This design comes from an exercise in tuning for small area on the open sky130 flow, not from production work. In this exercise RTL edits were held to simulation tests only and were not proved equivalent to the original. Power and IR drop assume default switching activity.

==> job 5869 <==
Design SystolicArray, start of the top module:
module SystolicArray #(parameter SIZE = 4, parameter DATA_WIDTH = 8)(
    input [SIZE*DATA_WIDTH-1:0] A,
    input [SIZE*DATA_WIDTH-1:0] B,
    input clk,
    input rst,
    output done,
    output [SIZE*SIZE*2*DATA_WIDTH-1:0] C
);
==> flow/config.mk <==
export PLATFORM = sky130hd
export DESIGN_NAME = SystolicArray
export DESIGN_NICKNAME = SystolicArray
export VERILOG_FILES = /design/flow/design.v
export SDC_FILE = /design/flow/constraint.sdc
export NUM_CORES = 4
export LEC_CHECK = 0
export ABC_AREA = 1
export CAP_MARGIN = 20
export CORE_MARGIN = 2
export CORE_UTILIZATION = 40
export PLACE_DENSITY = 0.6
export SETUP_SLACK_MARGIN = 0.2
export SLEW_MARGIN = 20
export SYNTH_HIERARCHICAL = 1
==> flow/constraint.sdc <==
create_clock -name core_clock -period 6.0 [get_ports {clk}]
set_input_delay 1.2000 -clock core_clock [delete_from_list [all_inputs] [get_ports {clk}]]
set_output_delay 1.2000 -clock core_clock [all_outputs]
set_load 0.01 [all_outputs]
standard.sh (not shown) runs the stock make flow with config.mk's settings and CLKGATE_MAP_FILE= SYNTH_SCRIPT=/design/flow/synth_recipe.tcl, a recipe that flattens the netlist after the stock synthesis.
==> flow/flow/run.sh <==
#!/bin/bash
set -o pipefail
export BUFFER_PORTS_ARGS="-buffer_cell sky130_fd_sc_hd__buf_1"
export CTS_ARGS="-sink_clustering_enable -repair_clock_nets -dont_use_dummy_load -buf_list {sky130_fd_sc_hd__clkbuf_4 sky130_fd_sc_hd__clkbuf_8}"
bash standard.sh > standard_flow.log 2>&1
==> job 5975: changes against job 5869 <==
==> flow/flow/run.sh (replaced) <==
#!/bin/bash
set -o pipefail
export BUFFER_PORTS_ARGS="-buffer_cell sky130_fd_sc_hd__buf_1"
export CTS_ARGS="-sink_clustering_enable -repair_clock_nets -dont_use_dummy_load -buf_list {sky130_fd_sc_hd__clkbuf_16} -sink_clustering_size 30 -sink_clustering_max_diameter 100"
bash standard.sh > standard_flow.log 2>&1
--- a/flow/config.mk
+++ b/flow/config.mk
@@ -8,8 +8,8 @@
 export ABC_AREA = 1
 export CAP_MARGIN = 20
 export CORE_MARGIN = 2
-export CORE_UTILIZATION = 40
-export PLACE_DENSITY = 0.6
+export CORE_UTILIZATION = 65
+export PLACE_DENSITY = 0.75
 export SETUP_SLACK_MARGIN = 0.2
 export SLEW_MARGIN = 20
 export SYNTH_HIERARCHICAL = 1
==> notes <==
- Job 5975 produced a clean layout. Job 5869 completed with no timing, DRC or antenna violations.
- Of job 5869 and job 5975, job 5869 has the higher sequential power (gap about 1%, measured against job 5975).
- Between job 5869 and job 5975, the lower utilization is in job 5869 (gap 26 points).
- Against job 5869, the register-to-register slack of job 5975 is worse by 0.03 ns.
- Of job 5975 and job 5869, job 5869 has the higher via count (gap about 1.4%, measured against job 5869).
- Wire length: job 5975 is smaller than job 5869 (10%).
- In job 5869 the clock-buffer cell count is higher than in job 5975, by 121.

---

==> v2 <==
Starting RTL as in the previous note.
export LEC_CHECK = 0
export ABC_AREA = 1
export CAP_MARGIN = 20
export CORE_MARGIN = 2
export CORE_UTILIZATION = 55
export PLACE_DENSITY = 0.7
export SETUP_SLACK_MARGIN = 0.2
export SLEW_MARGIN = 20
export SYNTH_HIERARCHICAL = 1
create_clock -name core_clock -period 6.0 [get_ports {clk}]
==> flow/flow/run.sh <==
#!/bin/bash
set -o pipefail
export BUFFER_PORTS_ARGS="-buffer_cell sky130_fd_sc_hd__buf_1"
export CTS_ARGS="-sink_clustering_enable -repair_clock_nets -dont_use_dummy_load -buf_list {sky130_fd_sc_hd__clkbuf_4 sky130_fd_sc_hd__clkbuf_8}"
bash standard.sh > standard_flow.log 2>&1
==> v31 (differences from v2) <==
==> flow/flow/run.sh (replaced) <==
#!/bin/bash
set -o pipefail
export BUFFER_PORTS_ARGS="-buffer_cell sky130_fd_sc_hd__buf_1"
export CTS_ARGS="-sink_clustering_enable -repair_clock_nets -dont_use_dummy_load -buf_list {sky130_fd_sc_hd__clkbuf_8} -sink_clustering_size 16 -sink_clustering_max_diameter 60"
bash standard.sh > standard_flow.log 2>&1
--- a/flow/config.mk
+++ b/flow/config.mk
@@ -8,8 +8,8 @@
 export ABC_AREA = 1
 export CAP_MARGIN = 20
 export CORE_MARGIN = 2
-export CORE_UTILIZATION = 55
-export PLACE_DENSITY = 0.7
+export CORE_UTILIZATION = 65
+export PLACE_DENSITY = 0.75
 export SETUP_SLACK_MARGIN = 0.2
 export SLEW_MARGIN = 20
 export SYNTH_HIERARCHICAL = 1
==> summary.md <==
| Metric | Value |
|---|---|
| Overall Global Routing Usage | between 20 and 30% |
| Most frequent cells in the layout | fa_1 (948), nor2_1 (861), dfxtp_1 (637), buf_1 (321), nand2_1 (315) |
| First-pass GRT wire length | about 170,000 µm |
| Outcome | finished clean |
| Reg-to-reg endpoint | pe03_acc[12] |
| Worst skew pair latency | between 0.6 and 0.7 ns |
| Post-route cell area | roughly 0.052 mm² |
| RR Startpoint | T[10] |
| Clk network pwr share | 10.1% |
| Signal buf overhead | 3.38% |
| Vias in the first global route | 31,800 |
| Placed inst area | around 0.051 mm² |
| Seq group | just under 9 mW |
| Die area | ~0.077 mm² |
| First DRT Iteration DRCs | 2,110 |
# the run above: v31

==> summary.md <==
| Metric | Value |
|---|---|
| Signal buf overhead | around 3.5% |
| Worst skew pair latency | between 0.8 and 0.9 ns |
| Placed inst area | roughly 0.051 mm² |
| Die area | roughly 0.09 mm² |
| Overall Global Routing Usage | about a quarter |
| Outcome | finished clean |
| Clk network pwr share | 13.7% |
| Post-route cell area | approximately 0.054 mm² |
| First DRT Iteration DRCs | about 1,700 |
# the run above: v2

separate check: timing with driven ports:
How much do the figures lean on ideal ports? The routed layouts below were timed once more, with nothing changed but the port constraints.
Step 1 (the two cells are an assumption about what drives the block):
set clk [get_ports {clk}]
set_driving_cell -lib_cell sky130_fd_sc_hd__clkbuf_16 $clk
set_driving_cell -lib_cell sky130_fd_sc_hd__buf_2 [delete_from_list [all_inputs] $clk]
Step 2 times the ports against the registers' clock, not the clock port: input delays grow and output delays shrink by t, the midpoint of the rising clock arrivals with the driver on.
a / b / c = no drivers / after step 1 / after step 2; a / b = the first two.
| run | t, ns | setup slack, ns | slew at the worst register clock pin (ns) | cell pins on the clock port's net |
|---|---|---|---|---|
| job 5869 | 0.903 | 0.327 / 0.327 / 0.327 | 0.06 / 0.06 | 1 |
| job 5975 | 0.646 | 0.296 / 0.296 / 0.296 | 0.12 / 0.12 | 1 |
| v2 | 0.847 | 0.350 / 0.350 / 0.350 | 0.06 / 0.06 | 1 |
| v31 | 0.709 | 0.271 / 0.271 / 0.271 | 0.10 / 0.10 | 1 |
After both steps setup and hold are still met in every run listed.
